What follows belongs to an exercise in optimizing a design on an open flow for small area; a production flow would make more cautious choices. In this exercise RTL edits were held to simulation tests only and were not proved equivalent to the original. Power is estimated from default activity; no workload was simulated.

run A:
// proj9_top
module proj9_top(
	input wire  SCLK,
	input wire  MOSI,
	input wire  CSN,
	input wire  rst_n,
	output wire MISO,
	output wire MISO_enable
);
Size: ~4200 flip-flops, about 6 I/O pins, roughly 0.092 mm² of cells after synthesis.
export LEC_CHECK = 0
export CAP_MARGIN = 20
export CORE_MARGIN = 2
export CORE_UTILIZATION = 70
export CTS_BUF_LIST = sky130_fd_sc_hd__clkbuf_8
export CTS_CLUSTER_DIAMETER = 45
export CTS_CLUSTER_SIZE = 20
export SLEW_MARGIN = 20
create_clock -name core_clock -period 10.0 [get_ports {SCLK}]
run.sh (not shown) runs the stock make flow with config.mk's settings and CLKGATE_MAP_FILE= SYNTH_SCRIPT=/design/flow/synth_recipe.tcl, a recipe that flattens the netlist after the stock synthesis.
Run A closes out successfully: all stages finished, all timing, DRC and antenna checks passed.
## Diff of input files: run B against run A
# run A
export LEC_CHECK = 0
export CAP_MARGIN = 20
export CORE_MARGIN = 2
export CORE_UTILIZATION = 70
export CTS_BUF_LIST = sky130_fd_sc_hd__clkbuf_8
export CTS_CLUSTER_DIAMETER = 45
export CTS_CLUSTER_SIZE = 20
export SLEW_MARGIN = 20
create_clock -name core_clock -period 10.0 [get_ports {SCLK}]
# run B
export LEC_CHECK = 0
export CAP_MARGIN = 20
export CORE_MARGIN = 2
export CORE_UTILIZATION = 70
export CTS_BUF_LIST = sky130_fd_sc_hd__clkbuf_16
export CTS_CLUSTER_DIAMETER = 60
export CTS_CLUSTER_SIZE = 30
export SLEW_MARGIN = 20
create_clock -name core_clock -period 10.0 [get_ports {SCLK}]
Results
Peak-usage layer in the global routing report = met2: run B; peak-usage layer in the global routing report = met1: run A. Run B: latest clock arrival within the worst-skew pair lower than run A. On global-route wire length before repair, the lower figure sits with run A, not run B. The run showing the greater area overhead of the layout relative to synthesis is run B. Relative to run A, the final cell area reported for run B is higher. The higher wire length of run B and run A is in run B. Diff run A -> run B | number of clock buffer instances in the layout | decrease of about 33%. Looking at run B and run A, the number of library cell types mapped by synthesis is a wash.
> inputs changed (run B -> run C)
# run B
export LEC_CHECK = 0
export CAP_MARGIN = 20
export CORE_MARGIN = 2
export CORE_UTILIZATION = 70
export CTS_BUF_LIST = sky130_fd_sc_hd__clkbuf_16
export CTS_CLUSTER_DIAMETER = 60
export CTS_CLUSTER_SIZE = 30
export SLEW_MARGIN = 20
create_clock -name core_clock -period 10.0 [get_ports {SCLK}]
# run C
export LEC_CHECK = 0
export CAP_MARGIN = 20
export CORE_MARGIN = 2
export CORE_UTILIZATION = 80
export CTS_BUF_LIST = sky130_fd_sc_hd__clkbuf_8
export CTS_CLUSTER_DIAMETER = 45
export CTS_CLUSTER_SIZE = 20
export PLACE_DENSITY = 0.85
export SLEW_MARGIN = 20
create_clock -name core_clock -period 10.0 [get_ports {SCLK}]
Notes after the runs:
- Run C did not finish; the tool stopped in 4_1_cts with error DPL-0033.
- Compared with run B, run C degrades setup slack at placement.
- Per the comparison of run C with run B, number of cells after detailed placement fell by 248; post-synthesis area per instance neither gained nor lost much.
Inputs modified between run C and run D:
# run C
export LEC_CHECK = 0
export CAP_MARGIN = 20
export CORE_MARGIN = 2
export CORE_UTILIZATION = 80
export CTS_BUF_LIST = sky130_fd_sc_hd__clkbuf_8
export CTS_CLUSTER_DIAMETER = 45
export CTS_CLUSTER_SIZE = 20
export PLACE_DENSITY = 0.85
export SLEW_MARGIN = 20
create_clock -name core_clock -period 10.0 [get_ports {SCLK}]
# run D
export LEC_CHECK = 0
export CAP_MARGIN = 20
export CORE_MARGIN = 2
export CORE_UTILIZATION = 70
export CTS_BUF_LIST = sky130_fd_sc_hd__clkbuf_4
export CTS_CLUSTER_DIAMETER = 30
export CTS_CLUSTER_SIZE = 10
export SLEW_MARGIN = 20
create_clock -name core_clock -period 10.0 [get_ports {SCLK}]
## What came out
Looking at the logs for run C and run D, the single run that did not finish was run C. Diff run C and run D: number of H-tree branching levels higher in run D. Taking run C as the reference, in run D cell total after placement +3.6%; pre-CTS setup slack higher.
Inputs modified between run D and run E:
# run D
export LEC_CHECK = 0
export CAP_MARGIN = 20
export CORE_MARGIN = 2
export CORE_UTILIZATION = 70
export CTS_BUF_LIST = sky130_fd_sc_hd__clkbuf_4
export CTS_CLUSTER_DIAMETER = 30
export CTS_CLUSTER_SIZE = 10
export SLEW_MARGIN = 20
create_clock -name core_clock -period 10.0 [get_ports {SCLK}]
# run E
export LEC_CHECK = 0
export CAP_MARGIN = 20
export CORE_MARGIN = 2
export CORE_UTILIZATION = 70
export CTS_BUF_LIST = sky130_fd_sc_hd__clkbuf_16
export CTS_CLUSTER_DIAMETER = 50
export CTS_CLUSTER_SIZE = 36
export SLEW_MARGIN = 20
create_clock -name core_clock -period 10.0 [get_ports {SCLK}]
## What came out
There was hardly any difference in total track usage between run E and run D.
Compared with run D, run E degrades internal power component.
On fraction of power spent switching nets, the higher figure sits with run E, not run D.
Diff run E and run D: count of clock-buffer cells in the layout lower in run E
Run E was carried through to the last stage, and its layout satisfied the timing, design-rule and antenna checks.
Row overall via count from detail_route: run E lower / run D higher
Compared run D against run E; proportion of synthesized area in mux cells within noise.
Between run E and run D, the difference in clock input transition at the sequential cells of the worst setup and hold paths is negligible.
The inputs of run F differ from those of run E as listed below.
# run E
export LEC_CHECK = 0
export CAP_MARGIN = 20
export CORE_MARGIN = 2
export CORE_UTILIZATION = 70
export CTS_BUF_LIST = sky130_fd_sc_hd__clkbuf_16
export CTS_CLUSTER_DIAMETER = 50
export CTS_CLUSTER_SIZE = 36
export SLEW_MARGIN = 20
create_clock -name core_clock -period 10.0 [get_ports {SCLK}]
# run F
export LEC_CHECK = 0
export CAP_MARGIN = 20
export CORE_MARGIN = 2
export CORE_UTILIZATION = 70
export CTS_BUF_LIST = sky130_fd_sc_hd__clkbuf_8
export CTS_CLUSTER_DIAMETER = 45
export CTS_CLUSTER_SIZE = 20
export SLEW_MARGIN = 20
create_clock -name core_clock -period 10.0 [get_ports {SCLK}]
==> flow/flow/run.sh (new file) <==
#!/bin/bash
# Own layout flow: the standard ORFS flow (standard.sh) with two changes:
#  - synthesis maps the combinational logic with ABC's area-oriented default
#    mapping (flow/abc_map.script) instead of ORFS's delay-oriented script;
#    registers are mapped exactly as in the standard synthesis;
#  - clock tree synthesis inserts no dummy loads.
# ORFS writes each step's full log under orfs/logs/; make's output for each
# phase goes to logs/ here.
set -euo pipefail
W=$PWD
mkdir -p "$W/logs"
rm -rf "$W/scripts_mod"
cp -r "$FLOW_HOME/scripts" "$W/scripts_mod"
cp "$W/flow/abc_map.script" "$W/scripts_mod/abc_speed.script"
bash standard.sh SCRIPTS_DIR="$W/scripts_mod" synth > "$W/logs/synth.log" 2>&1
export CTS_ARGS="-sink_clustering_enable -repair_clock_nets -sink_clustering_size 20 -sink_clustering_max_diameter 45 -buf_list sky130_fd_sc_hd__clkbuf_8 -dont_use_dummy_load"
bash standard.sh finish > "$W/logs/finish.log" 2>&1
==> flow/flow/abc_map.script (new file) <==
strash
&get -n
&fraig -x
&put
scorr
dc2
strash
&get -n
&dch -f
&nf
&put
==> flow/standard.sh (new file) <==
#!/bin/bash
# synth_recipe.tcl (not shown) runs the flow's synth.tcl, then flattens the netlist and writes it again
# the make line also repeats each setting of config.mk as NAME=value (left out here)
make -C /OpenROAD-flow-scripts/flow DESIGN_CONFIG=/design/flow/config.mk WORK_HOME=/design/flow/orfs CLKGATE_MAP_FILE= SYNTH_SCRIPT=/design/flow/synth_recipe.tcl "${@:-finish}"
removed: flow/run.sh
### Flow results
Every stage of the flow completed for run F, and the final layout passed the timing, design-rule and antenna checks.
Number of clock-tree buffers in the layout, run E and run F: lower on run E
Diff run E -> run F | met2 wire length | decrease of about 13%
Combinational power in run F is 9.7% below run E.
